What follows belongs to an exercise in optimizing a design on an open flow for small area, a short achievable clock period and few clock cycles per item; a production flow would make more cautious choices.
Only simulation tests tie the RTL to the original design; equivalence was not proved.

## flow/design.v (module list and top-level ports; edited modules follow where they fit)
// module MCH: 1187 lines
module MCH (
    input               clk,
    input               reset,
    input       [ 7:0]  X,
    input       [ 7:0]  Y,
    output              Done,
    output      [16:0]  area
);
  // ...
==> flow/flow/run.sh <==
#!/bin/bash
# Layout flow: the standard flow (standard synthesis, floorplan, placement,
# CTS, routing) unchanged, except that ORFS's timing repair (after CTS and after
# global routing) is asked to leave 8.7 ns of setup slack instead of 0, so that it
# also speeds up paths that already meet the 13 ns clock. The clock, the I/O
# constraints and everything else are the design's.
set -uo pipefail
cp standard.sh standard_sh.copy.log
export SETUP_SLACK_MARGIN=8.7
bash standard.sh > standard.log 2>&1
==> flow/standard.sh <==
#!/bin/bash
# synth_recipe.tcl (not shown) runs the flow's synth.tcl, then flattens the netlist and writes it again
# the make line also repeats each setting of config.mk as NAME=value (left out here)
make -C /OpenROAD-flow-scripts/flow DESIGN_CONFIG=/design/flow/config.mk WORK_HOME=/design/flow/orfs CLKGATE_MAP_FILE= SYNTH_SCRIPT=/design/flow/synth_recipe.tcl "${@:-finish}"
==> flow/config.mk <==
export PLATFORM = sky130hd
export DESIGN_NAME = MCH
export DESIGN_NICKNAME = MCH
export VERILOG_FILES = /design/flow/design.v
export SDC_FILE = /design/flow/constraint.sdc
export NUM_CORES = 8
export LEC_CHECK = 0
export CAP_MARGIN = 20
export CORE_MARGIN = 2
export CORE_UTILIZATION = 35
export CTS_CLUSTER_DIAMETER = 100
export CTS_CLUSTER_SIZE = 20
export PLACE_DENSITY = 0.55
export SLEW_MARGIN = 20
==> flow/constraint.sdc <==
create_clock -name core_clock -period 13.0 [get_ports {clk}]
set_input_delay 2.6000 -clock core_clock [delete_from_list [all_inputs] [get_ports {clk}]]
set_output_delay 2.6000 -clock core_clock [all_outputs]
set_load 0.01 [all_outputs]
==> impl_metrics.ini, run 1 <==
[layout]
largest_cell_class = multi-input combinational cells
clock_buffers = 97
buf_share_pct = 3.00
stdcell_area_sq_um = 69500
design.final.nets = 6892

[logic_synthesis]
number_of_flops_mapped_to_enable_cells_by_yosys = 652
postSynthNetCount = 7003
yosysSeqAreaShare_pct = 41.4
synthDominantCellAreaShare_pct = 31.0

[drt]
detailroute.wirelength.met2_microns = 113000
detail_route.wl_per_cell_microns = 27.7

[cts]
cts-hold-fix-buffers = 0

[floorplan]
tapcell.inserted = 2355

[worst_setup_path]
reg2reg_from = py[4]

[timing]
post-route-worst-setup-slack_ns = 8.66

[min_path]
worst_hold_stages = 0

[global_routing]
gr-max-usage-layer = met2
grtUsageTotal_pct = 25.4

[status]
outcome = complete, no violations
Testbench counts, summed over its fixed seeds: cycles 15,977, hulls 384.
==> run 2: changes to the inputs <==
==> flow/flow/run.sh (replaced) <==
#!/bin/bash
# Layout flow: the standard flow (standard synthesis, floorplan, placement,
# CTS, routing) unchanged, except that ORFS's timing repair (after CTS and after
# global routing) is asked to leave 8.8 ns of setup slack instead of 0, so that it
# also speeds up paths that already meet the 13 ns clock. The clock, the I/O
# constraints and everything else are the design's.
set -uo pipefail
cp standard.sh standard_sh.copy.log
export SETUP_SLACK_MARGIN=8.8
bash standard.sh > standard.log 2>&1
--- a/flow/config.mk
+++ b/flow/config.mk
@@ -5,6 +5,7 @@
 export SDC_FILE = /design/flow/constraint.sdc
 export NUM_CORES = 8
 export LEC_CHECK = 0
+export ABC_AREA = 1
 export CAP_MARGIN = 20
 export CORE_MARGIN = 2
 export CORE_UTILIZATION = 35
==> impl_metrics.ini, run 2 <==
[layout]
fillerInstances = 19100
drive_above_1_share_pct = 5.09
mostFrequentLayoutCells = nand2_1 (1,929), inv_1 (1,217), nor2_1 (902)
area_growth_pct = 7.96
final_cells = 10800
multi_input_comb_area_sq_um = 32400
sequential_cell_area_sq_um = 26200
layout.core_utilization_pct = 38.1
biggestRegsByFlops = ex x160, ey x160
final_common_cell = nand2_1
design.final.nets = 8675

[logic_synthesis]
number_of_cells_produced_by_synthesis = 8454
yosys_most_used_dff = edfxtp_1
yosysSeqAreaShare_pct = 40.3
synthDominantCellAreaShare_pct = 30.2
postSynth.asyncResetShare_pct = 1.64
yosys.cell_count.top_type = nand2_1
synth.largest_area_cell = edfxtp_1
syn-mean-instance-area_sq_um = 7.67
postSynthNetCount = 8867
syn-cell-area_sq_um = 64800
number_of_flops_mapped_to_enable_cells_by_yosys = 652
synth.distinct_cells = 63
post_synth_main_area_contributors = edfxtp_1 (30%), nand2_1 (11%), dfxtp_1 (9.5%)
synth_top_cells_by_count = nand2_1 (1,939), inv_1 (1,221), nor2_1 (917)
yosys_register_bits = 976
synthesis.yosys.warnings = 9

[placed_design]
place.detailed.hpwl_microns = 192000
buffer_ports.inserted = 35
place.detailed.instances = 10600
post-place-ws_ns = 7.24
gp_congestion = 0.976

[floorplan]
initial_utilization_pct = 35.3
chipHeight_microns = 434
i_o_pin_cnt = 36
rows = 157
floorplan.core_area_sq_um = 184000
design.die.area_sq_um = 189000
die_w_microns = 434

[cts]
clk_pin_slew_worst_paths_ns = 0.09
worst_skew_pair.late_latency_ns = 0.78
htreeDepth = 2
cts_tree = done
cts-hold-fix-buffers = 0
clk_root_buffer_cell = clkbuf_16
clockBufferDepth = 3
cts_num_sinks = 976
tritoncts.num_buffers = 59

[worst_setup_path]
crit_path_cell_trace = clkdlybuf4s15_2
r2r_setup_slack_ns = 8.88
reg2reg_from = px[7]
timing.critical_path.max_delay_family = flip-flops
critical-path-slowest-cell = dfxtp_1
worst_r2r_endpoint = nSW[3]
cp_num_buf_inv = 1
timing.critical_path.fanout_max = 4
reg2reg_depth = 16
worst-endpoint-arrival_ns = 1.54
critPathCaptureType = output pin
worst_setup_path_start_kind = flop
worst_ep_required_time_ns = 10.40
critical-path-max-stage-delay_ns = 0.48
worst-setup-path-type = flop to output pin

[global_routing]
grt_pass1_vias = 55100
grtUsageTotal_pct = 26.2
grt_first_pass_wirelength_microns = 366000
maximum_number_of_pins_on_one_net_before_global_route_repair = 89
number_of_antenna_violations_at_the_first_check_in_global_routing = 3
gr_ovfl_total = 0

[timing]
timing.final.setup_violations = 0
finalHoldViolations = 0
rel_slew_slack_pct = 16.3
worst_clock_skew_ns = 0.0707
final.min_clock_period_ns = 4.14
timing_worst_slew_pin_value_ns = 1.24
post-route-worst-setup-slack_ns = 8.86
fmax_mhz = 241
timing.setup.tns_ns = 0
layout_worst_path_cycle_share_pct = 31.9
grt_setup_unrepaired = true
report.final.slew_viol_count = 0

[drt]
route.detailed.drc = 0
firstDrtPassIters = 8
vias = 58200
detail-route-antenna-nets = 0
detail_route.wl_per_cell_microns = 23.4
routed_wl_microns = 252000
detail_route.vias_per_cell = 5.40
detail_route.iter0.violations = 6040

[min_path]
hp-start = d1force
worst_hold_stages = 0
worstHoldPathType = flop to flop
holdPathEnd = s2force

[status]
outcome = complete, no violations

[job]
max_cap_violations = 0
run 2: worst max-delay path by stage:
stage	startpoint	end	slack, ns	depth (start not counted)
2_1_floorplan	dA[2]	q1r[9]	9.19	11
3_3_place_gp	ph	qok0	7.37	14
3_5_place_dp	ph	qok0	7.24	14
4_1_cts	ph	dB[8]	8.81	16
5_1_grt	q0r[8]	dC[7]	8.78	27
6_report	acc[8]	area[8]	8.86	1
run 2: per-layer routing:
| metal | GRT usage, % | up-vias | routed length, microns |
|---|---|---|---|
| met1 | 33.7 | 28100 | 103000 |
| met2 | 43.4 | 2388 | 117000 |
| li1 | - | 27200 | - |
| met4 | 13.9 | 0 | 15300 |
| met3 | 2.84 | 515 | 16500 |
| met5 | 0 | - | 0 |
run 2: what timing repair did:
action,4_1_cts,5_1_grt
buffers inserted,12,17
pin swaps,7,9
cloned,1,2
setup endpoints to repair,346,327
resized for setup,110,81
run 2: area by class of cell:
type | instances | area share (%)
antenna | 3 | 0.0107
clock buffer | 93 | 2.31
clock inverter | 16 | 0.307
inverter | 1251 | 6.77
multi-input combinational | 5780 | 46.3
sequential | 976 | 37.4
tap | 2464 | 4.40
timing repair buffer | 194 | 2.51
run 2: logic make-up after synthesis:
logic type                 Yosys count  share of synthesized area (%)
muxes                                9                          0.139
xor gates and xnor gates           161                           2.17
AOI/OAI and AO/OA                 1491                           13.1
and+or+nand+nor                   3724                           23.8
DFF                                976                           40.3
buffers and inverters             1698                           10.3
adders and majority gates          395                           10.2
run 2: worst register-to-register path, delay by kind of cell (launching register included):
family                   cells  cell delay [ns]
AO/OA/AOI/OAI                2             0.62
adder cells (fa/ha/maj)      1             0.34
buffers and inverters        1             0.39
flip-flops                   1             0.32
AND/OR/NAND/NOR             12             2.29
run 2: stage by stage:
step           instance area (sq um)  hold slack (ns)
2_1_floorplan                  64800            0.310
3_3_place_gp                   67300            0.315
3_5_place_dp                   67300            0.317
4_1_cts                        69500            0.335
5_1_grt                        70000            0.338
6_report                       70000            0.331
==> run 3: changes to the inputs <==
==> flow/flow/run.sh (replaced) <==
#!/bin/bash
# Layout flow: the standard flow (standard synthesis, floorplan, placement,
# CTS, routing) unchanged, except that ORFS's timing repair (after CTS and after
# global routing) is asked to leave 9.6 ns of setup slack instead of 0, so that it
# also speeds up paths that already meet the 13 ns clock. The clock, the I/O
# constraints and everything else are the design's.
set -uo pipefail
cp standard.sh standard_sh.copy.log
export SETUP_SLACK_MARGIN=9.6
bash standard.sh > standard.log 2>&1
==> impl_metrics.ini, run 3 <==
[worst_setup_path]
timing.critical_path.max_delay_family = flip-flops
reg2reg_from = q1r[16]
cp_num_buf_inv = 1
worst-setup-path-type = flop to output pin
worst_setup_path_start_kind = flop
crit_path_cell_trace = buf_6
critPathCaptureType = output pin
critical-path-slowest-cell = dfxtp_4
critical-path-max-stage-delay_ns = 0.42
timing.critical_path.fanout_max = 3
worst-endpoint-arrival_ns = 1.23
timing.critical_path.from = acc[11]
worst_ep_required_time_ns = 10.40

[cts]
clockBufferDepth = 3
htreeDepth = 3
tritoncts.num_buffers = 66
clk_root_buffer_cell = clkbuf_16
cts_num_sinks = 976
clk_pin_slew_worst_paths_ns = 0.09
cts_tree = done
worst_skew_pair.late_latency_ns = 0.74

[logic_synthesis]
yosysSeqAreaShare_pct = 40.3
number_of_flops_mapped_to_enable_cells_by_yosys = 652
syn-mean-instance-area_sq_um = 7.67
postSynth.asyncResetShare_pct = 1.64
synth_top_cells_by_count = nand2_1 (1,939), inv_1 (1,221), nor2_1 (917)
syn-cell-area_sq_um = 64800
post_synth_main_area_contributors = edfxtp_1 (30%), nand2_1 (11%), dfxtp_1 (9.5%)
synthesis.yosys.warnings = 9
synthDominantCellAreaShare_pct = 30.2
synth.distinct_cells = 63
yosys.cell_count.top_type = nand2_1
yosys_most_used_dff = edfxtp_1
synth.largest_area_cell = edfxtp_1
yosys_register_bits = 976
yosys.area_share.adder_pct = 10.2
synth_compound_gate_area_share_pct = 13.1
postSynthNetCount = 8867
number_of_cells_produced_by_synthesis = 8454
mux_cell_area_share_after_synthesis_pct = 0.139
synth-xor-area-share_pct = 2.17
synth_simple_gate_area_share_pct = 23.8
synth_top_family_by_area = simple AND/OR/NAND/NOR gates

[global_routing]
grt_pass1_vias = 57700
grtUsageTotal_pct = 27.4
grt_first_pass_wirelength_microns = 382000
gr_ovfl_total = 0
maximum_number_of_pins_on_one_net_before_global_route_repair = 109
number_of_antenna_violations_at_the_first_check_in_global_routing = 3

[layout]
final_common_cell = nand2_1
biggestRegsByFlops = ex x160, ey x160
drive_above_1_share_pct = 14.4
mostFrequentLayoutCells = nand2_1 (1,864), inv_1 (1,136), nor2_1 (806)
final_cells = 11100
area_growth_pct = 17.8
design.final.nets = 8964
antenna_cells_inserted = 0

[timing]
timing.setup.tns_ns = 0
layout_worst_path_cycle_share_pct = 29.5
final.min_clock_period_ns = 3.83
fmax_mhz = 261
timing.final.setup_violations = 0
worst_clock_skew_ns = 0.0455
timing_worst_slew_pin_value_ns = 1.20
rel_slew_slack_pct = 19.5
report.final.slew_viol_count = 0
grt_setup_unrepaired = true
finalHoldViolations = 0

[floorplan]
design.die.area_sq_um = 189000
rows = 157
die_w_microns = 434
i_o_pin_cnt = 36
initial_utilization_pct = 35.3
floorplan.core_area_sq_um = 184000
chipHeight_microns = 434

[drt]
route.detailed.drc = 0
sum_of_met3_wire_segment_lengths_after_detailed_routing_microns = 20000
detail_route.vias_per_cell = 5.48
firstDrtPassIters = 5
detailroute.wirelength.met2_microns = 126000
wirelength_met1_microns = 105000
detail_route.iter0.violations = 6472
vias = 60600
highest-signal-layer = met5
detail_route.wl_per_cell_microns = 24.2
routed_wl_microns = 268000
detail-route-antenna-nets = 0

[min_path]
worstHoldPathType = flop to flop
hp-start = rn0

[placed_design]
place.detailed.hpwl_microns = 193000
place.detailed.instances = 10600
buffer_ports.inserted = 35
gp_congestion = 1.00

[status]
outcome = complete, no violations

[job]
max_cap_violations = 0
run 3: cell types whose count changed in the layout (fill, tap and decap cells not counted), moves of 39 or more:
cell	previous run	this run
nor2_1	902	806
buf_6	8	76
o21ai_0	823	767
fa_1	219	175
nor2_2	26	70
buf_4	137	282
nand2_2	4	48
fa_2	0	44
buf_12	9	65
nor2_4	8	60
nand2_1	1929	1864
inv_2	17	71
inv_1	1217	1136
ha_1	174	135
run 3: cells by family (layout without fill, tap and decap cells):
logic type	count (synthesis)	count (layout)
simple gates	3724	3733
buf+inv	1698	1836
compound gates	1491	1491
flops	976	976
fa+ha+maj	395	395
xor+xnor	161	161
mux	9	9
run 3: per-layer routing:
metal / track usage, % / vias up
met3: 3.46 / 625
met2: 46.2 / 2860
li1: - / 27800
met4: 14.8 / 4
met1: 34.2 / 29300
met5: 0 / -
run 3: repair_timing:
| action | CTS | global route |
|---|---|---|
| buffers inserted | 221 | 95 |
| hold buffers | 0 | 0 |
| pin swaps | 193 | 157 |
| resized for setup | 714 | 378 |
| setup endpoints to repair | 1047 | 673 |
| endpoints found under the hold margin | 0 | 0 |
| cloned | 9 | 11 |
run 3: layout make-up:
class                   instances  area [sq um]
flip-flops and latches        976         26300
multi-input cells            5789         35100
inverters                    1251          4890
clock buffers                  92          1780
clock inverters                26           272
repair buffers                465          4970
well taps                    2464          3080
repair inverters                2          16.3
fillers                     18300        107000
run 3: worst paths after layout:
kind                                  to  slack, ns  depth (start not counted)
worst max-delay path            area[11]       9.17                          1
worst min-delay path                 rn1       0.36                          0
worst max register to register     dD[7]       9.18                         26
worst min register to register       rn1       0.36                          0
max in group asynchronous            s2v      10.16                          2
min in group asynchronous             ph       2.31                          2
run 3: per-stage QoR:
stage                     worst slack, ns  cell area (sq um)  util, %  hold slack (ns)
after CTS                            9.13              74100     40.3            0.361
after global routing                 8.94              76400     41.6            0.369
after detailed placement             7.17              67400     36.7            0.348
after floorplan                      9.45              65300        -            0.310
final                                9.17              76400     41.6            0.360
after global placement               7.23              67400     36.7            0.340
run 3: worst register-to-register path: cells and delay by family (launching register included):
family | cells | cell delay, ns
buf+inv | 6 | 0.66
flops | 1 | 0.37
xor+xnor | 2 | 0.33
compound gates | 5 | 0.59
simple gates | 11 | 1.26
fa+ha+maj | 2 | 0.55
==> run 4: changes to the inputs <==
==> flow/flow/run.sh (replaced) <==
#!/bin/bash
# Layout flow: the standard flow (standard synthesis, floorplan, placement,
# CTS, routing) unchanged, except that ORFS's timing repair (after CTS and after
# global routing) is asked to leave 9.2 ns of setup slack instead of 0, so that it
# also speeds up paths that already meet the 13 ns clock. The clock, the I/O
# constraints and everything else are the design's.
set -uo pipefail
cp standard.sh standard_sh.copy.log
export SETUP_SLACK_MARGIN=9.2
bash standard.sh > standard.log 2>&1
==> impl_metrics.ini, run 4 <==
[timing]
rel_slew_slack_pct = 18.7
report.final.slew_viol_count = 0
timing_worst_slew_pin_value_ns = 1.22
grt_setup_unrepaired = true
timing.setup.tns_ns = 0
fmax_mhz = 261
layout_worst_path_cycle_share_pct = 29.5
final.min_clock_period_ns = 3.84
worst_clock_skew_ns = 0.0690
finalHoldViolations = 0
timing.final.setup_violations = 0

[global_routing]
met1_usage_pct = 33.7
gr_ovfl_total = 0
grtUsageTotal_pct = 26.2
gr-max-usage-layer = met2
maximum_number_of_pins_on_one_net_before_global_route_repair = 95
grt_first_pass_wirelength_microns = 369000
global_route.usage.met2_pct = 43.7
grtUsageMet3_pct = 3.05
number_of_antenna_violations_at_the_first_check_in_global_routing = 6
grt_pass1_vias = 56000

[worst_setup_path]
worst-endpoint-arrival_ns = 1.24
worst-setup-path-type = flop to output pin
crit_path_cell_trace = buf_6
timing.critical_path.fanout_max = 4
critical-path-slowest-cell = dfxtp_4
cp_num_buf_inv = 1
critPathCaptureType = output pin
critical-path-max-stage-delay_ns = 0.40
worst_ep_required_time_ns = 10.40
worst_setup_path_start_kind = flop
timing.critical_path.max_delay_family = flip-flops

[logic_synthesis]
yosys_most_used_dff = edfxtp_1
mux_cell_area_share_after_synthesis_pct = 0.139
yosys.cell_count.top_type = nand2_1
synth.largest_area_cell = edfxtp_1
synth.distinct_cells = 63
postSynth.asyncResetShare_pct = 1.64
yosys_register_bits = 976
synth_compound_gate_area_share_pct = 13.1
postSynthNetCount = 8867
synthesis.yosys.warnings = 9
synth_top_family_by_area = simple AND/OR/NAND/NOR gates
syn-cell-area_sq_um = 64800
synth_simple_gate_area_share_pct = 23.8
yosys.area_share.adder_pct = 10.2
synth-xor-area-share_pct = 2.17
synthDominantCellAreaShare_pct = 30.2
number_of_cells_produced_by_synthesis = 8454
post_synth_main_area_contributors = edfxtp_1 (30%), nand2_1 (11%), dfxtp_1 (9.5%)
synth_top_cells_by_count = nand2_1 (1,939), inv_1 (1,221), nor2_1 (917)
number_of_flops_mapped_to_enable_cells_by_yosys = 652
yosysSeqAreaShare_pct = 40.3
syn-mean-instance-area_sq_um = 7.67

[cts]
clockBufferDepth = 3
clk_root_buffer_cell = clkbuf_16
cts_tree = done
clk_pin_slew_worst_paths_ns = 0.09
worst_skew_pair.late_latency_ns = 0.76
cts_num_sinks = 976
htreeDepth = 2
tritoncts.num_buffers = 59

[floorplan]
i_o_pin_cnt = 36
design.die.area_sq_um = 189000
initial_utilization_pct = 35.3
floorplan.core_area_sq_um = 184000
die_w_microns = 434
rows = 157
chipHeight_microns = 434

[drt]
route.detailed.drc = 0
vias = 58800
detail-route-antenna-nets = 0
routed_wl_microns = 254000
firstDrtPassIters = 6
detail_route.vias_per_cell = 5.41
detail_route.wl_per_cell_microns = 23.4
detail_route.iter0.violations = 6569

[placed_design]
buffer_ports.inserted = 35
dpl_cell_area_sq_um = 67300
gp_congestion = 0.993
place.detailed.hpwl_microns = 191000

[layout]
drive_above_1_share_pct = 7.98
mostFrequentLayoutCells = nand2_1 (1,918), inv_1 (1,201), nor2_1 (879)
biggestRegsByFlops = ex x160, ey x160
fillerInstances = 18900
design.final.nets = 8767
area_growth_pct = 10.7
final_common_cell = nand2_1
stdcell_area_sq_um = 71800

[job]
max_cap_violations = 0

[status]
outcome = complete, no violations

[min_path]
worstHoldPathType = flop to flop
==> run 4: worst paths after layout <==
path / to / start / slack [ns] / cells past startpoint
hold reg to reg: rn1 / rn0 / 0.36 / 0
max in group asynchronous: ph / reset / 10.15 / 2
hold / removal: rn1 / rn0 / 0.36 / 0
setup reg to reg: q1r[10] / dA[4] / 9.18 / 13
min in group asynchronous: icnt[3] / reset / 2.32 / 2
setup / recovery: area[1] / acc[1] / 9.16 / 1
==> run 4: stage by stage <==
stage          hold slack, ns  util, %  setup WS [ns]  instances
4_1_cts                 0.356     38.3           9.12      10800
3_5_place_dp            0.338     36.7           6.54      10600
3_3_place_gp            0.322     36.6           6.75      10600
5_1_grt                 0.358     39.1           9.07      10900
6_report                0.356     39.1           9.16      10900
2_1_floorplan           0.310        -           9.22       8454
==> run 4: what timing repair did <==
action	in CTS	in global routing
cloned	1	6
pin swaps	33	85
endpoints found under the setup margin	760	344
hold buffers	0	0
gates resized for setup	323	200
buffers inserted	56	56
==> run 4: logic make-up after synthesis <==
| logic type | Yosys count |
|---|---|
| AO/OA/AOI/OAI | 1491 |
| XOR/XNOR | 161 |
| adder cells (fa/ha/maj) | 395 |
| buffers and inverters | 1698 |
| flip-flops | 976 |
| multiplexers | 9 |
| AND/OR/NAND/NOR | 3724 |
==> run 4: per-layer routing <==
layer	wire (microns)	part of all wire [%]
met1	103000	40
met2	118000	46
met3	19100	7.5
met4	14800	5.8
met5	13	0.0051
==> run 4: final cells by class <==
class	instances	area, sq um	area share (%)
inverters	1251	4790	6.68
clock inverters	11	134	0.187
multi-input cells	5781	33100	46.1
repair buffers	284	2720	3.80
well taps	2464	3080	4.30
flip-flops and latches	976	26300	36.6
diodes	1	2.50	0.00349
clock buffers	96	1650	2.30
repair inverters	1	11.3	0.0157
==> run 5: changes to the inputs <==
==> flow/flow/run.sh (replaced) <==
#!/bin/bash
# Layout flow: the standard flow (standard synthesis, floorplan, placement,
# CTS, routing) unchanged, except that ORFS's timing repair (after CTS and after
# global routing) is asked to leave 9.4 ns of setup slack instead of 0, so that it
# also speeds up paths that already meet the 13 ns clock. The clock, the I/O
# constraints and everything else are the design's.
set -uo pipefail
cp standard.sh standard_sh.copy.log
export SETUP_SLACK_MARGIN=9.4
bash standard.sh > standard.log 2>&1
==> impl_metrics.ini, run 5 <==
[global_routing]
gr_ovfl_total = 0
maximum_number_of_pins_on_one_net_before_global_route_repair = 98
grt_pass1_vias = 56300
number_of_antenna_violations_at_the_first_check_in_global_routing = 4
grt_first_pass_wirelength_microns = 374000
grtUsageTotal_pct = 26.7

[worst_setup_path]
worst_setup_path_start_kind = flop
critical-path-max-stage-delay_ns = 0.42
worst-endpoint-arrival_ns = 1.29
worst_r2r_endpoint = dD[7]
critical-path-slowest-cell = dfxtp_4
worst-setup-path-type = flop to output pin
r2r_setup_slack_ns = 9.27
timing.critical_path.fanout_max = 2
crit_path_cell_trace = buf_6
worst_ep_required_time_ns = 10.40
timing.critical_path.max_delay_family = flip-flops
critPathCaptureType = output pin
reg2reg_depth = 26
reg2reg_from = q0r[6]
cp_num_buf_inv = 1

[logic_synthesis]
number_of_flops_mapped_to_enable_cells_by_yosys = 652
synthDominantCellAreaShare_pct = 30.2
yosys_register_bits = 976
syn-cell-area_sq_um = 64800
synthesis.yosys.warnings = 9
yosys_most_used_dff = edfxtp_1
synth_top_cells_by_count = nand2_1 (1,939), inv_1 (1,221), nor2_1 (917)
postSynthNetCount = 8867
post_synth_main_area_contributors = edfxtp_1 (30%), nand2_1 (11%), dfxtp_1 (9.5%)
yosys.cell_count.top_type = nand2_1
postSynth.asyncResetShare_pct = 1.64
yosysSeqAreaShare_pct = 40.3
syn-mean-instance-area_sq_um = 7.67
synth.distinct_cells = 63
number_of_cells_produced_by_synthesis = 8454
synth.largest_area_cell = edfxtp_1

[floorplan]
die_w_microns = 434
rows = 157
floorplan.core_area_sq_um = 184000
design.die.area_sq_um = 189000
initial_utilization_pct = 35.3
chipHeight_microns = 434
i_o_pin_cnt = 36

[cts]
worst_skew_pair.late_latency_ns = 0.78
cts_tree = done
cts-hold-fix-buffers = 0
clk_root_buffer_cell = clkbuf_16
htreeDepth = 2
tritoncts.num_buffers = 58
clockBufferDepth = 3
clk_pin_slew_worst_paths_ns = 0.10
cts_num_sinks = 976

[drt]
detail_route.wl_per_cell_microns = 23.7
firstDrtPassIters = 7
sum_of_met3_wire_segment_lengths_after_detailed_routing_microns = 19400
wirelength_met1_microns = 104000
detailroute.wirelength.met2_microns = 121000
highest-signal-layer = met5
detail-route-antenna-nets = 0
vias = 59500
detail_route.vias_per_cell = 5.43
route.detailed.drc = 0
routed_wl_microns = 260000
detail_route.iter0.violations = 6346

[layout]
area_growth_pct = 14.0
design.final.nets = 8871
mostFrequentLayoutCells = nand2_1 (1,879), inv_1 (1,155), nor2_1 (856)
final_common_cell = nand2_1
layout.core_utilization_pct = 40.2
biggestRegsByFlops = ex x160, ey x160
stdcell_area_sq_um = 73900
fillerInstances = 18600
drive_above_1_share_pct = 11.7
multi_input_comb_area_sq_um = 34100
sequential_cell_area_sq_um = 26300
final_cells = 11000

[min_path]
holdPathEnd = s2force
worst_hold_stages = 0
hp-start = d1force
worstHoldPathType = flop to flop

[status]
outcome = complete, no violations

[timing]
report.final.slew_viol_count = 0
finalHoldViolations = 0
layout_worst_path_cycle_share_pct = 29.9
grt_setup_unrepaired = true
worst_clock_skew_ns = 0.0555
rel_slew_slack_pct = 22.3
post-route-worst-setup-slack_ns = 9.11
timing.final.setup_violations = 0
timing.setup.tns_ns = 0
final.min_clock_period_ns = 3.89
timing_worst_slew_pin_value_ns = 1.16
fmax_mhz = 257

[placed_design]
post-place-ws_ns = 6.76
place.detailed.instances = 10600
gp_congestion = 0.992
dpl_cell_area_sq_um = 67200
buffer_ports.inserted = 35
place.detailed.hpwl_microns = 192000

[job]
max_cap_violations = 0

[pwr]
run 5: cell counts after synthesis:
No cell type changed its count.
run 5: kinds of logic (layout without fill, tap and decap cells):
kind of cell	after synthesis	after routing	synth area share, %
buffers and inverters	1698	1747	10.3
AOI/OAI and AO/OA	1491	1491	13.1
DFF	976	976	40.3
other	0	2	0
and+or+nand+nor	3724	3727	23.8
adders and majority gates	395	395	10.2
xor gates and xnor gates	161	161	2.17
muxes	9	9	0.139
run 5: layout make-up:
| cell class | count | area share, % |
|---|---|---|
| inverters | 1251 | 6.55 |
| diodes | 2 | 0.00677 |
| multi-input cells | 5783 | 46.2 |
| clock inverters | 13 | 0.264 |
| flip-flops and latches | 976 | 35.6 |
| repair inverters | 1 | 0.0119 |
| well taps | 2464 | 4.17 |
| repair buffers | 387 | 5.09 |
| clock buffers | 95 | 2.18 |
run 5: metal layers:
| layer | vias to the layer above | GRT usage, % |
|---|---|---|
| li1 | 27700 | - |
| met1 | 28700 | 34.0 |
| met2 | 2619 | 44.2 |
| met3 | 535 | 3.53 |
| met4 | 4 | 14.0 |
| met5 | - | 0 |
run 5: metrics by stage:
stage          hold WS, ns
6_report             0.335
5_1_grt              0.342
4_1_cts              0.336
3_5_place_dp         0.314
3_3_place_gp         0.314
2_1_floorplan        0.310
run 5: worst max path at each step:
stage          startpoint  cells after the start  endpoint
6_report          acc[14]                      1  area[14]
5_1_grt           acc[14]                      1  area[14]
4_1_cts            acc[8]                      1   area[8]
3_5_place_dp           ph                     14    hy0[6]
3_3_place_gp           ph                     14    hy1[6]
2_1_floorplan    state[0]                      8  ex[6][0]
run 5: timing repair:
item / in CTS / in global routing
hold endpoints to repair: 0 / 0
gates cloned: 6 / 6
gates resized for setup: 536 / 346
pin swaps: 122 / 191
setup buffers: 139 / 87
endpoints found under the setup margin: 771 / 420
==> run 6: changes to the inputs <==
==> flow/flow/run.sh (replaced) <==
#!/bin/bash
# Layout flow: the standard flow (standard synthesis, floorplan, placement,
# CTS, routing) unchanged, except that ORFS's timing repair (after CTS and after
# global routing) is asked to leave 9.35 ns of setup slack instead of 0, so that it
# also speeds up paths that already meet the 13 ns clock. The clock, the I/O
# constraints and everything else are the design's.
set -uo pipefail
cp standard.sh standard_sh.copy.log
export SETUP_SLACK_MARGIN=9.35
bash standard.sh > standard.log 2>&1
==> impl_metrics.ini, run 6 <==
[layout]
biggestRegsByFlops = ex x160, ey x160
mostFrequentLayoutCells = nand2_1 (1,894), inv_1 (1,165), nor2_1 (867)
drive_above_1_share_pct = 10.4
final_common_cell = nand2_1
design.final.nets = 8825
area_growth_pct = 12.8
multi_input_comb_area_sq_um = 33800
layout.core_utilization_pct = 39.8
fillerInstances = 18700
sequential_cell_area_sq_um = 26300
stdcell_area_sq_um = 73100
final_cells = 10900

[drt]
detail_route.wl_per_cell_microns = 23.5
vias = 59400
firstDrtPassIters = 6
detail_route.vias_per_cell = 5.44
detail-route-antenna-nets = 0
routed_wl_microns = 257000
detail_route.iter0.violations = 6411
route.detailed.drc = 0

[logic_synthesis]
postSynth.asyncResetShare_pct = 1.64
synth.distinct_cells = 63
number_of_flops_mapped_to_enable_cells_by_yosys = 652
post_synth_main_area_contributors = edfxtp_1 (30%), nand2_1 (11%), dfxtp_1 (9.5%)
yosys.cell_count.top_type = nand2_1
synth.largest_area_cell = edfxtp_1
syn-cell-area_sq_um = 64800
yosysSeqAreaShare_pct = 40.3
yosys_register_bits = 976
synthDominantCellAreaShare_pct = 30.2
synth_top_cells_by_count = nand2_1 (1,939), inv_1 (1,221), nor2_1 (917)
synthesis.yosys.warnings = 9
yosys_most_used_dff = edfxtp_1
postSynthNetCount = 8867
number_of_cells_produced_by_synthesis = 8454
syn-mean-instance-area_sq_um = 7.67

[worst_setup_path]
timing.critical_path.max_delay_family = flip-flops
crit_path_cell_trace = buf_6
worst-endpoint-arrival_ns = 1.27
worst_r2r_endpoint = q1r[11]
critical-path-slowest-cell = dfxtp_4
cp_num_buf_inv = 1
worstSetupPathDepth = 1
r2r_setup_slack_ns = 9.25
reg2reg_depth = 11
timing.critical_path.fanout_max = 2
worst-setup-path-type = flop to output pin
reg2reg_from = dA[3]
critPathCaptureType = output pin
critical-path-max-stage-delay_ns = 0.41
worst_ep_required_time_ns = 10.40
timing.critical_path.from = acc[12]
worst_setup_path_start_kind = flop

[global_routing]
grt_pass1_vias = 56500
number_of_antenna_violations_at_the_first_check_in_global_routing = 2
grt_first_pass_wirelength_microns = 371000
grtUsageTotal_pct = 26.5
maximum_number_of_pins_on_one_net_before_global_route_repair = 87
gr_ovfl_total = 0

[cts]
clk_pin_slew_worst_paths_ns = 0.09
clk_root_buffer_cell = clkbuf_16
cts_tree = done
htreeDepth = 2
cts-hold-fix-buffers = 0
cts_num_sinks = 976
clockBufferDepth = 3
tritoncts.num_buffers = 58
worst_skew_pair.late_latency_ns = 0.78

[floorplan]
initial_utilization_pct = 35.3
floorplan.core_area_sq_um = 184000
design.die.area_sq_um = 189000
chipHeight_microns = 434
rows = 157
die_w_microns = 434
i_o_pin_cnt = 36

[timing]
post-route-worst-setup-slack_ns = 9.13
finalHoldViolations = 0
final.min_clock_period_ns = 3.87
report.final.slew_viol_count = 0
timing.setup.tns_ns = 0
grt_setup_unrepaired = true
fin_worst_hold_slack_ns = 0.337
timing.final.setup_violations = 0
timing_worst_slew_pin_value_ns = 1.19
layout_worst_path_cycle_share_pct = 29.8
fmax_mhz = 258
rel_slew_slack_pct = 20.8
worst_clock_skew_ns = 0.0890

[placed_design]
buffer_ports.inserted = 35
gp_congestion = 1.02
dpl_cell_area_sq_um = 67200
post-place-ws_ns = 7.08
place.detailed.instances = 10600
place.detailed.hpwl_microns = 190000

[job]
max_cap_violations = 0

[min_path]
holdPathEnd = s2force
worstHoldPathType = flop to flop
worst_hold_stages = 0
hp-start = d1force

[status]
outcome = complete, no violations
## run 6: cell counts after synthesis
Identical to the previous run, type by type.
## run 6: cells by family (layout without fill, tap and decap cells)
| logic type | after synthesis | count (layout) | share of synthesized area, % |
|---|---|---|---|
| simple gates | 3724 | 3725 | 23.8 |
| buf+inv | 1698 | 1702 | 10.3 |
| compound gates | 1491 | 1491 | 13.1 |
| flops | 976 | 976 | 40.3 |
| fa+ha+maj | 395 | 395 | 10.2 |
| xor+xnor | 161 | 161 | 2.17 |
| mux | 9 | 9 | 0.139 |
| other cells | 0 | 2 | 0 |
## run 6: routing by layer
layer,routed length [microns],GRT usage (%)
met1,101000,33.2
met2,119000,44.2
met3,19400,3.29
met4,16900,14.8
met5,0,0
## run 6: repair_timing
action                     4_1_cts  5_1_grt
gates resized for setup        433      329
buffers inserted               105       73
setup endpoints to repair      678      391
pin swaps                       91      144
cloned                           4        5
## run 6: worst max path at each step
stage                     slack [ns]        to
after floorplan                 9.27  ex[6][0]
after detailed placement        7.08    hy1[1]
after global placement          7.31      qok0
final                           9.13  area[12]
after CTS                       9.09  area[12]
after global routing            9.05     dB[7]
## run 6: cell type report
class / count / share of cell area [%]
timing repair buffer: 344 / 4.63
inverter: 1251 / 6.60
sequential: 976 / 35.9
multi-input combinational: 5781 / 46.2
tap: 2464 / 4.21
clock buffer: 94 / 2.23
clock inverter: 13 / 0.212
antenna: 2 / 0.00684
==> run 7: changes to the inputs <==
==> flow/flow/run.sh (replaced) <==
#!/bin/bash
# Layout flow: the standard flow (standard synthesis, floorplan, placement,
# CTS, routing) unchanged, except that ORFS's timing repair (after CTS and after
# global routing) is asked to leave 9.3 ns of setup slack instead of 0, so that it
# also speeds up paths that already meet the 13 ns clock. The clock, the I/O
# constraints and everything else are the design's.
set -uo pipefail
cp standard.sh standard_sh.copy.log
export SETUP_SLACK_MARGIN=9.3
bash standard.sh > standard.log 2>&1
--- a/flow/config.mk
+++ b/flow/config.mk
@@ -5,7 +5,6 @@
 export SDC_FILE = /design/flow/constraint.sdc
 export NUM_CORES = 8
 export LEC_CHECK = 0
-export ABC_AREA = 1
 export CAP_MARGIN = 20
 export CORE_MARGIN = 2
 export CORE_UTILIZATION = 35
==> impl_metrics.ini, run 7 <==
[status]
outcome = complete, no violations

[cts]
worst_skew_pair.late_latency_ns = 0.79
clockBufferDepth = 3
clk_pin_slew_worst_paths_ns = 0.09
cts_tree = done
htreeDepth = 2
clk_root_buffer_cell = clkbuf_16
tritoncts.num_buffers = 59
cts_num_sinks = 976

[worst_setup_path]
reg2reg_depth = 18
worst_r2r_endpoint = dC[7]
reg2reg_from = q0r[2]
crit_path_cell_trace = ha_4 > nand4_1 > a2111oi_4 > nor4_2 > o21ai_2 > a21oi_4 > buf_12 > buf_4 > mux4_2 > mux2i_2 > ha_1 > a21oi_1 > o21ai_2 > a21o_1 > a21o_1 > a21o_1 > a21oi_2 > xnor2_1
r2r_setup_slack_ns = 8.82
worst_setup_path_start_kind = flop
worst-setup-path-type = flop to flop
timing.critical_path.fanout_max = 5
worst_ep_required_time_ns = 13.67
critical_path.most_common_cell = a21o_1
worst-endpoint-arrival_ns = 4.85
timing.critical_path.max_delay_family = compound AO/OA/AOI/OAI gates
critical-path-slowest-cell = mux4_2
critical-path-max-stage-delay_ns = 0.48
cp_num_buf_inv = 2
critPathCaptureType = flop

[job]
max_cap_violations = 0

[placed_design]
gp_congestion = 1.00
buffer_ports.inserted = 35
dpl_cell_area_sq_um = 65900
place.detailed.hpwl_microns = 173000
place.detailed.instances = 8693
post-place-ws_ns = 7.95

[layout]
multi_input_comb_area_sq_um = 35600
fillerInstances = 17400
final_common_cell = nand2_1
drive_above_1_share_pct = 16.0
biggestRegsByFlops = ex x160, ey x160
stdcell_area_sq_um = 73800
mostFrequentLayoutCells = nand2_1 (839), edfxtp_1 (652), inv_1 (595)
design.final.nets = 7127
area_growth_pct = 16.8
sequential_cell_area_sq_um = 26300
final_cells = 9137
layout.core_utilization_pct = 41.2

[timing]
finalHoldViolations = 0
report.final.slew_viol_count = 0
post-route-worst-setup-slack_ns = 8.82
rel_slew_slack_pct = 26.0
grt_setup_unrepaired = true
timing_worst_slew_pin_value_ns = 1.11
layout_worst_path_cycle_share_pct = 32.1
fmax_mhz = 240
timing.final.setup_violations = 0
worst_clock_skew_ns = 0.0927
timing.setup.tns_ns = 0
final.min_clock_period_ns = 4.18

[drt]
detail_route.vias_per_cell = 5.86
detail_route.wl_per_cell_microns = 28.4
route.detailed.drc = 0
vias = 53500
firstDrtPassIters = 11
routed_wl_microns = 260000
detail-route-antenna-nets = 0
detail_route.iter0.violations = 5969

[floorplan]
design.die.area_sq_um = 184000
die_w_microns = 429
floorplan.core_area_sq_um = 179000
rows = 155
initial_utilization_pct = 35.3
chipHeight_microns = 429
i_o_pin_cnt = 36

[logic_synthesis]
syn-mean-instance-area_sq_um = 9.59
number_of_flops_mapped_to_enable_cells_by_yosys = 652
synth.distinct_cells = 97
postSynthNetCount = 7003
yosysSeqAreaShare_pct = 41.4
yosys_register_bits = 976
number_of_cells_produced_by_synthesis = 6590
yosys_most_used_dff = edfxtp_1
synth_top_cells_by_count = nand2_1 (854), edfxtp_1 (652), inv_1 (605)
yosys.cell_count.top_type = nand2_1
synth.largest_area_cell = edfxtp_1
postSynth.asyncResetShare_pct = 1.64
synthDominantCellAreaShare_pct = 31.0
post_synth_main_area_contributors = edfxtp_1 (31%), dfxtp_1 (9.8%), fa_1 (6.9%)
synthesis.yosys.warnings = 9
syn-cell-area_sq_um = 63200

[global_routing]
grt_pass1_vias = 50700
maximum_number_of_pins_on_one_net_before_global_route_repair = 119
grt_first_pass_wirelength_microns = 360000
gr_ovfl_total = 0
number_of_antenna_violations_at_the_first_check_in_global_routing = 13
grtUsageTotal_pct = 26.6

[min_path]
worst_hold_stages = 0
hp-start = d1force
holdPathEnd = s2force
worstHoldPathType = flop to flop
==> run 7: cells by family (layout without fill, tap and decap cells) <==
group | count (synthesis) | after routing | synth area share [%]
mux | 238 | 251 | 4.61
xor+xnor | 331 | 331 | 4.59
compound gates | 1430 | 1430 | 14.8
other cells | 0 | 19 | 0
simple gates | 2125 | 2127 | 16.4
buf+inv | 1003 | 1161 | 6.35
fa+ha+maj | 487 | 487 | 11.9
flops | 976 | 976 | 41.4
==> run 7: worst max path at each step <==
stage / to / start / slack (ns) / cells after the start
global route: dD[7] / q0r[2] / 8.63 / 22
floorplan: dD[7] / q1r[10] / 9.13 / 20
finish: dC[7] / q0r[2] / 8.82 / 18
global placement: dH[7] / q1r[10] / 7.99 / 16
detailed placement: dH[7] / q1r[10] / 7.95 / 16
CTS: dA[7] / q1r[7] / 8.90 / 20
==> run 7: through the flow <==
stage / hold WS (ns)
floorplan: 0.310
CTS: 0.342
global route: 0.347
global placement: 0.335
detailed placement: 0.327
finish: 0.336
==> run 7: final cells by class <==
class | instances | area share [%]
Multi-Input combinational cell | 4626 | 48.2
Sequential cell | 976 | 35.6
Timing Repair Buffer | 442 | 6.54
Tap cell | 2355 | 3.99
Inverter | 609 | 3.11
Clock buffer | 97 | 2.22
Clock inverter | 13 | 0.217
Antenna cell | 19 | 0.0644
==> run 7: timing repair <==
| action | in CTS | in global routing |
|---|---|---|
| cloned | 26 | 23 |
| hold buffers | 0 | 0 |
| gates resized for setup | 417 | 264 |
| pin swaps | 119 | 127 |
| setup endpoints to repair | 908 | 419 |
| buffers inserted | 134 | 132 |
==> run 7: per-layer routing <==
metal / global-route usage, % / routed length, microns / vias up
met3: 4.88 / 23800 / 808
met4: 19.4 / 22900 / 12
met5: 0 / 82 / -
met2: 42.2 / 115000 / 2940
li1: - / - / 23500
met1: 32.6 / 98100 / 26300
==> run 8: changes to the inputs <==
--- a/flow/config.mk
+++ b/flow/config.mk
@@ -5,6 +5,7 @@
 export SDC_FILE = /design/flow/constraint.sdc
 export NUM_CORES = 8
 export LEC_CHECK = 0
+export ABC_AREA = 1
 export CAP_MARGIN = 20
 export CORE_MARGIN = 2
 export CORE_UTILIZATION = 35
==> impl_metrics.ini, run 8 <==
[floorplan]
die_w_microns = 434
i_o_pin_cnt = 36
rows = 157
chipHeight_microns = 434
floorplan.core_area_sq_um = 184000
design.die.area_sq_um = 189000
initial_utilization_pct = 35.3

[logic_synthesis]
number_of_flops_mapped_to_enable_cells_by_yosys = 652
yosys_most_used_dff = edfxtp_1
postSynthNetCount = 8867
yosys.area_share.adder_pct = 10.2
synth_top_cells_by_count = nand2_1 (1,939), inv_1 (1,221), nor2_1 (917)
post_synth_main_area_contributors = edfxtp_1 (30%), nand2_1 (11%), dfxtp_1 (9.5%)
yosys.cell_count.top_type = nand2_1
syn-cell-area_sq_um = 64800
yosys_register_bits = 976
syn-mean-instance-area_sq_um = 7.67
postSynth.asyncResetShare_pct = 1.64
synth_top_family_by_area = simple AND/OR/NAND/NOR gates
synthDominantCellAreaShare_pct = 30.2
synthesis.yosys.warnings = 9
number_of_cells_produced_by_synthesis = 8454
yosysSeqAreaShare_pct = 40.3
mux_cell_area_share_after_synthesis_pct = 0.139
synth_simple_gate_area_share_pct = 23.8
synth-xor-area-share_pct = 2.17
synth.largest_area_cell = edfxtp_1
synth.distinct_cells = 63
synth_compound_gate_area_share_pct = 13.1

[drt]
vias = 59100
detail-route-antenna-nets = 0
detail_route.wl_per_cell_microns = 23.3
firstDrtPassIters = 8
detail_route.vias_per_cell = 5.42
routed_wl_microns = 254000
route.detailed.drc = 0
detail_route.iter0.violations = 6049

[global_routing]
grt_pass1_vias = 56000
grt_first_pass_wirelength_microns = 369000
gr_ovfl_total = 0
grtUsageTotal_pct = 26.3
number_of_antenna_violations_at_the_first_check_in_global_routing = 3
maximum_number_of_pins_on_one_net_before_global_route_repair = 94

[cts]
clk_root_buffer_cell = clkbuf_16
cts_num_sinks = 976
cts-hold-fix-buffers = 0
clockBufferDepth = 3
cts_tree = done
clk_pin_slew_worst_paths_ns = 0.09
worst_skew_pair.late_latency_ns = 0.75
tritoncts.num_buffers = 60
htreeDepth = 2

[placed_design]
gp_congestion = 0.969
buffer_ports.inserted = 35
place.detailed.hpwl_microns = 189000
post-place-ws_ns = 7.18

[worst_setup_path]
critPathCaptureType = output pin
timing.critical_path.fanout_max = 3
timing.critical_path.max_delay_family = flip-flops
cp_num_buf_inv = 1
critical-path-slowest-cell = dfxtp_4
reg2reg_depth = 17
crit_path_cell_trace = buf_6
worst_ep_required_time_ns = 10.40
worst_setup_path_start_kind = flop
worst-endpoint-arrival_ns = 1.24
r2r_setup_slack_ns = 9.24
worst_r2r_endpoint = acc[9]
critical-path-max-stage-delay_ns = 0.40
worst-setup-path-type = flop to output pin
reg2reg_from = acc[2]

[layout]
mostFrequentLayoutCells = nand2_1 (1,906), inv_1 (1,167), nor2_1 (878)
final_common_cell = nand2_1
biggestRegsByFlops = ex x160, ey x160
drive_above_1_share_pct = 9.66
area_growth_pct = 12.1
design.final.nets = 8810

[timing]
rel_slew_slack_pct = 15.8
layout_worst_path_cycle_share_pct = 29.5
grt_setup_unrepaired = true
timing_worst_slew_pin_value_ns = 1.26
post-route-worst-setup-slack_ns = 9.16
worst_clock_skew_ns = 0.0607
timing.setup.tns_ns = 0
finalHoldViolations = 0
timing.final.setup_violations = 0
fmax_mhz = 261
final.min_clock_period_ns = 3.84
report.final.slew_viol_count = 0

[min_path]
worstHoldPathType = flop to flop
holdPathEnd = s2force
worst_hold_stages = 0
hp-start = d1force

[job]
max_cap_violations = 0

[status]
outcome = complete, no violations
[run 8: cell count changes after synthesis, sizes merged, moves of 172 or more]
cell,change
and2,-179
nand2,+1089
o21ai,+414
nor2,+651
inv,+636
nor2b,-172
nand3,+371
[run 8: layout make-up]
type / instances / area, sq um
Inverter: 1251 / 4830
Fill cell: 18700 / 111000
Sequential cell: 976 / 26300
Clock inverter: 14 / 175
Multi-Input combinational cell: 5782 / 33500
Clock buffer: 95 / 1660
Timing Repair Buffer: 325 / 3170
Tap cell: 2464 / 3080
Antenna cell: 2 / 5.00
Timing Repair inverter: 1 / 5.00
[run 8: cells by family after synthesis]
family          count (synthesis)
xor+xnor                      161
simple gates                 3724
compound gates               1491
buf+inv                      1698
fa+ha+maj                     395
mux                             9
flops                         976
[run 8: timing repair]
action / in CTS / in global routing
setup endpoints to repair: 885 / 406
resized for setup: 412 / 262
pin swaps: 73 / 149
buffers inserted: 92 / 77
cloned: 4 / 2
[run 8: per-layer routing]
metal	track usage (%)	share of wire, %	wire, microns	vias up
met4	12.7	5.6	14300	0
met3	2.68	6.6	16700	465
met1	33.7	41	103000	28800
met5	0	0	0	-
met2	44.4	47	120000	2388
li1	-	-	-	27500
[run 8: worst max path at each step]
stage          depth (start not counted)  slack (ns)     start       end
6_report                               1        9.16    acc[2]   area[2]
5_1_grt                               17        9.09    acc[2]    acc[9]
4_1_cts                                1        9.10    acc[1]   area[1]
3_5_place_dp                          14        7.18        ph    qy0[1]
3_3_place_gp                          13        7.29        ph      qok1
2_1_floorplan                          8        9.27  state[0]  ex[6][0]
[run 8: stage by stage]
step	hold WS (ns)	area [sq um]	util [%]	cells
floorplan	0.310	64900	-	8454
global placement	0.314	67200	36.6	10600
detailed placement	0.313	67200	36.6	10600
CTS	0.352	71000	38.7	10800
global route	0.369	72700	39.6	10900
finish	0.353	72700	39.6	10900
[run 8: worst register-to-register path, stage by stage, from the launching register on]
cell	delay (ns)
dfxtp_4	0.38
buf_6	0.13
fa_2	0.53
inv_2	0.04
fa_1	0.50
inv_2	0.05
fa_2	0.55
ha_4	0.21
a21oi_2	0.14
nand2_2	0.08
a21boi_2	0.19
o21ai_2	0.09
a31oi_2	0.17
buf_4	0.15
nand2_2	0.06
a31oi_4	0.20
o21ai_1	0.09
a21oi_1	0.13
==> run 9: changes to the inputs <==
--- a/flow/config.mk
+++ b/flow/config.mk
@@ -13,3 +13,4 @@
 export CTS_CLUSTER_SIZE = 20
 export PLACE_DENSITY = 0.55
 export SLEW_MARGIN = 20
+export TNS_END_PERCENT = 20
==> impl_metrics.ini, run 9 <==
[status]
outcome = complete, no violations

[layout]
area_growth_pct = 10.9
biggestRegsByFlops = ex x160, ey x160
stdcell_area_sq_um = 71900
drive_above_1_share_pct = 8.30
final_common_cell = nand2_1
mostFrequentLayoutCells = nand2_1 (1,909), inv_1 (1,195), nor2_1 (862)
layout.core_utilization_pct = 39.1
design.final.nets = 8757
fillerInstances = 19000
sequential_cell_area_sq_um = 26300
multi_input_comb_area_sq_um = 33200

[worst_setup_path]
crit_path_cell_trace = buf_2
r2r_setup_slack_ns = 9.16
worst_r2r_endpoint = q1r[11]
worst-setup-path-type = flop to output pin
critical-path-slowest-cell = dfxtp_4
critical-path-max-stage-delay_ns = 0.40
worst-endpoint-arrival_ns = 1.29
worst_setup_path_start_kind = flop
cp_num_buf_inv = 1
critPathCaptureType = output pin
timing.critical_path.fanout_max = 2
reg2reg_from = dD[6]
worstSetupPathDepth = 1
worst_ep_required_time_ns = 10.40
timing.critical_path.to = area[14]
timing.critical_path.max_delay_family = flip-flops
timing.critical_path.from = acc[14]
reg2reg_depth = 9

[floorplan]
chipHeight_microns = 434
design.die.area_sq_um = 189000
i_o_pin_cnt = 36
floorplan.core_area_sq_um = 184000
initial_utilization_pct = 35.3
die_w_microns = 434
rows = 157

[timing]
finalHoldViolations = 0
fmax_mhz = 257
layout_worst_path_cycle_share_pct = 29.9
grt_setup_unrepaired = true
timing.setup.tns_ns = 0
post-route-worst-setup-slack_ns = 9.11
rel_slew_slack_pct = 24.6
worst_clock_skew_ns = 0.0910
timing_worst_slew_pin_value_ns = 1.13
final.min_clock_period_ns = 3.89
report.final.slew_viol_count = 0
timing.final.setup_violations = 0

[global_routing]
number_of_antenna_violations_at_the_first_check_in_global_routing = 5
global_route.usage.met2_pct = 45.8
met1_usage_pct = 35.2
grt_pass1_vias = 56000
maximum_number_of_pins_on_one_net_before_global_route_repair = 174
grtUsageMet3_pct = 3.09
grtUsageTotal_pct = 27.3
gr_ovfl_total = 0
grt_first_pass_wirelength_microns = 380000
gr-max-usage-layer = met2

[logic_synthesis]
syn-cell-area_sq_um = 64800
synth.largest_area_cell = edfxtp_1
synthDominantCellAreaShare_pct = 30.2
postSynthNetCount = 8867
number_of_flops_mapped_to_enable_cells_by_yosys = 652
synth_top_cells_by_count = nand2_1 (1,939), inv_1 (1,221), nor2_1 (917)
yosys_most_used_dff = edfxtp_1
postSynth.asyncResetShare_pct = 1.64
synth_compound_gate_area_share_pct = 13.1
synth-xor-area-share_pct = 2.17
synth.distinct_cells = 63
yosys.cell_count.top_type = nand2_1
yosysSeqAreaShare_pct = 40.3
post_synth_main_area_contributors = edfxtp_1 (30%), nand2_1 (11%), dfxtp_1 (9.5%)
synth_simple_gate_area_share_pct = 23.8
yosys_register_bits = 976
yosys.area_share.adder_pct = 10.2
syn-mean-instance-area_sq_um = 7.67
number_of_cells_produced_by_synthesis = 8454
synthesis.yosys.warnings = 9
mux_cell_area_share_after_synthesis_pct = 0.139
synth_top_family_by_area = simple AND/OR/NAND/NOR gates

[cts]
clockBufferDepth = 3
htreeDepth = 2
clk_pin_slew_worst_paths_ns = 0.09
cts_tree = done
cts_num_sinks = 976
clk_root_buffer_cell = clkbuf_16
tritoncts.num_buffers = 59
cts-hold-fix-buffers = 0
worst_skew_pair.late_latency_ns = 0.79

[drt]
detail-route-antenna-nets = 0
detail_route.vias_per_cell = 5.45
firstDrtPassIters = 6
routed_wl_microns = 265000
detail_route.iter0.violations = 6249
vias = 59100
detail_route.wl_per_cell_microns = 24.4
route.detailed.drc = 0

[placed_design]
buffer_ports.inserted = 35
gp_congestion = 0.994
dpl_cell_area_sq_um = 67300
post-place-ws_ns = 7.16
place.detailed.hpwl_microns = 198000

[job]
max_cap_violations = 0

[min_path]
worstHoldPathType = flop to flop
[run 9: cell types whose count changed in the layout (fill, tap and decap cells not counted), moves of 7 or more]
cell and change:
buf_4 -38, inv_1 +28, buf_6 -22, nor2_2 +20
fa_1 +18, fa_2 -18, inv_2 -17, nor2_1 -16
o21ai_0 +12, buf_2 +9, ha_1 +9, ha_4 -7
o21ai_2 -7
[run 9: routing by layer]
metal  share of wire (%)  up-vias  routed length, microns
met5              0.0087        -                      23
met4                 5.1        4                   13500
met3                 7.3      472                   19300
met2                  47     2635                  125000
met1                  40    28600                  107000
li1                    -    27400                       -
[run 9: worst register-to-register path: stages (launching register included)]
cell	delay (ns)
dfxtp_1	0.80
nand2_1	0.20
fa_1	0.57
inv_1	0.05
fa_1	0.51
inv_1	0.06
fa_1	0.44
fa_1	0.51
inv_1	0.06
fa_1	0.50
[run 9: how the worst min path moves through the flow]
stage | start | to | slack, ns | cells past startpoint
after CTS | rn0 | rn1 | 0.36 | 0
after detailed placement | rn0 | rn1 | 0.34 | 0
after global routing | rn0 | rn1 | 0.37 | 0
final | rn0 | rn1 | 0.36 | 0
after global placement | rn0 | rn1 | 0.34 | 0
after floorplan | d1force | s2force | 0.31 | 0
[run 9: cell type report]
| class | count | area share [%] |
|---|---|---|
| multi-input cells | 5781 | 46.2 |
| well taps | 2464 | 4.29 |
| repair buffers | 275 | 3.64 |
| flip-flops and latches | 976 | 36.5 |
| diodes | 2 | 0.00696 |
| clock inverters | 16 | 0.345 |
| inverters | 1251 | 6.66 |
| clock buffers | 95 | 2.30 |
[run 9: cells by family (layout without fill, tap and decap cells)]
| group | after synthesis | in the layout |
|---|---|---|
| mux | 9 | 9 |
| xor+xnor | 161 | 161 |
| other cells | 0 | 2 |
| flops | 976 | 976 |
| simple gates | 3724 | 3725 |
| fa+ha+maj | 395 | 395 |
| buf+inv | 1698 | 1637 |
| compound gates | 1491 | 1491 |
[run 9: repair_timing]
item | CTS | global route
gates cloned | 2 | 4
gates resized for setup | 261 | 302
buffers inserted | 49 | 54
pin swaps | 13 | 88
setup endpoints to repair | 604 | 499
[run 9: per-stage QoR]
step / std cells / hold WS, ns
floorplan: 8454 / 0.310
global placement: 10600 / 0.344
detailed placement: 10600 / 0.341
CTS: 10800 / 0.357
global route: 10900 / 0.372
finish: 10900 / 0.358
==> run 10: changes to the inputs <==
--- a/flow/config.mk
+++ b/flow/config.mk
@@ -13,4 +13,4 @@
 export CTS_CLUSTER_SIZE = 20
 export PLACE_DENSITY = 0.55
 export SLEW_MARGIN = 20
-export TNS_END_PERCENT = 20
+export TNS_END_PERCENT = 50
==> impl_metrics.ini, run 10 <==
[timing]
worst_clock_skew_ns = 0.0839
finalHoldViolations = 0
post-route-worst-setup-slack_ns = 9.13
report.final.slew_viol_count = 0
layout_worst_path_cycle_share_pct = 29.8
rel_slew_slack_pct = 20.2
timing.setup.tns_ns = 0
final.min_clock_period_ns = 3.87
timing.final.setup_violations = 0
grt_setup_unrepaired = true
timing_worst_slew_pin_value_ns = 1.19
fmax_mhz = 258
fin_worst_hold_slack_ns = 0.357

[global_routing]
grt_pass1_vias = 56300
gr_ovfl_total = 0
grtUsageTotal_pct = 27.4
number_of_antenna_violations_at_the_first_check_in_global_routing = 6
maximum_number_of_pins_on_one_net_before_global_route_repair = 174
grt_first_pass_wirelength_microns = 381000

[logic_synthesis]
synth_top_cells_by_count = nand2_1 (1,939), inv_1 (1,221), nor2_1 (917)
yosys_most_used_dff = edfxtp_1
number_of_flops_mapped_to_enable_cells_by_yosys = 652
postSynthNetCount = 8867
synthDominantCellAreaShare_pct = 30.2
synth.distinct_cells = 63
yosys.cell_count.top_type = nand2_1
syn-mean-instance-area_sq_um = 7.67
postSynth.asyncResetShare_pct = 1.64
yosys_register_bits = 976
syn-cell-area_sq_um = 64800
post_synth_main_area_contributors = edfxtp_1 (30%), nand2_1 (11%), dfxtp_1 (9.5%)
synthesis.yosys.warnings = 9
yosysSeqAreaShare_pct = 40.3
synth.largest_area_cell = edfxtp_1
number_of_cells_produced_by_synthesis = 8454

[worst_setup_path]
r2r_setup_slack_ns = 9.25
worst-setup-path-type = flop to output pin
critPathCaptureType = output pin
reg2reg_from = acc[2]
worstSetupPathDepth = 1
timing.critical_path.fanout_max = 4
worst_ep_required_time_ns = 10.40
cp_num_buf_inv = 1
timing.critical_path.max_delay_family = flip-flops
crit_path_cell_trace = buf_6
reg2reg_depth = 18
timing.critical_path.from = acc[1]
critical-path-slowest-cell = dfxtp_4
worst_setup_path_start_kind = flop
worst-endpoint-arrival_ns = 1.27
critical-path-max-stage-delay_ns = 0.41

[floorplan]
i_o_pin_cnt = 36
chipHeight_microns = 434
floorplan.core_area_sq_um = 184000
rows = 157
initial_utilization_pct = 35.3
design.die.area_sq_um = 189000
die_w_microns = 434

[drt]
firstDrtPassIters = 6
routed_wl_microns = 265000
detail_route.vias_per_cell = 5.44
route.detailed.drc = 0
vias = 59300
detail-route-antenna-nets = 0
detail_route.wl_per_cell_microns = 24.4
detail_route.iter0.violations = 6287

[status]
outcome = complete, no violations

[cts]
clockBufferDepth = 3
clk_root_buffer_cell = clkbuf_16
worst_skew_pair.late_latency_ns = 0.78
cts_tree = done
tritoncts.num_buffers = 59
clk_pin_slew_worst_paths_ns = 0.09
htreeDepth = 2
cts-hold-fix-buffers = 0
cts_num_sinks = 976

[placed_design]
place.detailed.hpwl_microns = 198000
post-place-ws_ns = 7.16
place.detailed.instances = 10600
buffer_ports.inserted = 35
dpl_cell_area_sq_um = 67300
gp_congestion = 0.994

[layout]
drive_above_1_share_pct = 9.22
area_growth_pct = 11.8
design.final.nets = 8790
final_cells = 10900
final_common_cell = nand2_1
stdcell_area_sq_um = 72500
mostFrequentLayoutCells = nand2_1 (1,905), inv_1 (1,182), nor2_1 (866)
biggestRegsByFlops = ex x160, ey x160

[min_path]
hp-start = rn0
worst_hold_stages = 0
worstHoldPathType = flop to flop

[job]
max_cap_violations = 0
==> run 10: cell counts after synthesis <==
No cell type changed its count.
==> run 10: worst paths after layout <==
kind,to
max,area[1]
min,rn1
max reg2reg,acc[15]
min reg2reg,rn1
max in group asynchronous,s2v
min in group asynchronous,ph
==> run 10: cell type report <==
cell class | count | area (sq um)
flip-flops and latches | 976 | 26300
clock inverters | 16 | 248
clock buffers | 95 | 1650
inverters | 1251 | 4800
well taps | 2464 | 3080
diodes | 1 | 2.50
repair inverters | 1 | 11.3
multi-input cells | 5781 | 33400
fillers | 18900 | 111000
repair buffers | 307 | 2980
==> run 10: kinds of logic (layout without fill, tap and decap cells) <==
group,count (synthesis),in the layout,share of synthesized area [%]
AOI/OAI and AO/OA,1491,1491,13.1
xor gates and xnor gates,161,161,2.17
adders and majority gates,395,395,10.2
buffers and inverters,1698,1670,10.3
DFF,976,976,40.3
muxes,9,9,0.139
other,0,1,0
and+or+nand+nor,3724,3725,23.8
==> run 10: through the flow <==
step	utilization, %
6_report	39.5
3_3_place_gp	36.7
4_1_cts	38.7
2_1_floorplan	-
5_1_grt	39.5
3_5_place_dp	36.7
==> run 10: timing repair <==
action	CTS	global route
buffers inserted	77	58
gates resized for setup	381	274
hold endpoints to repair	0	0
pin swaps	52	127
cloned	4	3
setup endpoints to repair	604	357
==> run 10: layer usage <==
metal	vias to the layer above	track usage (%)	share of wire, %	wire length, microns
met5	-	0	0.013	34
met4	6	12.4	5.4	14300
met3	493	3.02	6.6	17600
met2	2455	46.0	47	125000
met1	28800	35.4	41	108000
li1	27500	-	-	-

[afterwards: timing with drivers on the ports]
The results above use ideal ports. As a check the final layouts listed here were re-extracted and re-timed, cells and wires unchanged. Step 1: set_driving_cell puts a clkbuf_16 on clk and a buf_2 on each other input, an assumption about the parent block. Step 2 moves the port delays by t, midway between the first and last clock arrival at a register: inputs arrive t later, outputs are due t later. That takes back most of the time a late clock gives input paths. Three values: no drivers, after step 1, after step 2; two values: the first two.
| run | t (ns) | setup WS [ns] | worst hold slack (ns) | worst register clock-pin slew, ns | worst data-port slew with drivers (ns) |
|---|---|---|---|---|---|
| run 1 | 0.819 | 8.657 / 8.657 / 8.657 | 0.334 / 0.334 / 0.334 | 0.11 / 0.11 | 0.05 |
| run 2 | 0.835 | 8.856 / 8.768 / 8.879 | 0.331 / 0.331 / 0.331 | 0.11 / 0.11 | 0.04 |
| run 3 | 0.800 | 9.166 / 9.077 / 9.176 | 0.360 / 0.360 / 0.360 | 0.10 / 0.10 | 0.04 |
| run 4 | 0.814 | 9.164 / 9.075 / 9.180 | 0.356 / 0.356 / 0.356 | 0.11 / 0.11 | 0.04 |
| run 5 | 0.839 | 9.110 / 9.015 / 9.267 | 0.335 / 0.335 / 0.335 | 0.11 / 0.11 | 0.04 |
| run 6 | 0.834 | 9.126 / 9.032 / 9.253 | 0.337 / 0.337 / 0.337 | 0.12 / 0.12 | 0.04 |
| run 7 | 0.830 | 8.825 / 8.825 / 8.825 | 0.336 / 0.336 / 0.336 | 0.12 / 0.12 | 0.06 |
| run 8 | 0.812 | 9.162 / 9.067 / 9.242 | 0.353 / 0.353 / 0.353 | 0.11 / 0.11 | 0.04 |
| run 9 | 0.828 | 9.111 / 9.023 / 9.163 | 0.358 / 0.358 / 0.358 | 0.11 / 0.11 | 0.04 |
| run 10 | 0.829 | 9.125 / 9.037 / 9.249 | 0.357 / 0.357 / 0.357 | 0.11 / 0.11 | 0.04 |
After both steps setup and hold are still met in every run listed.
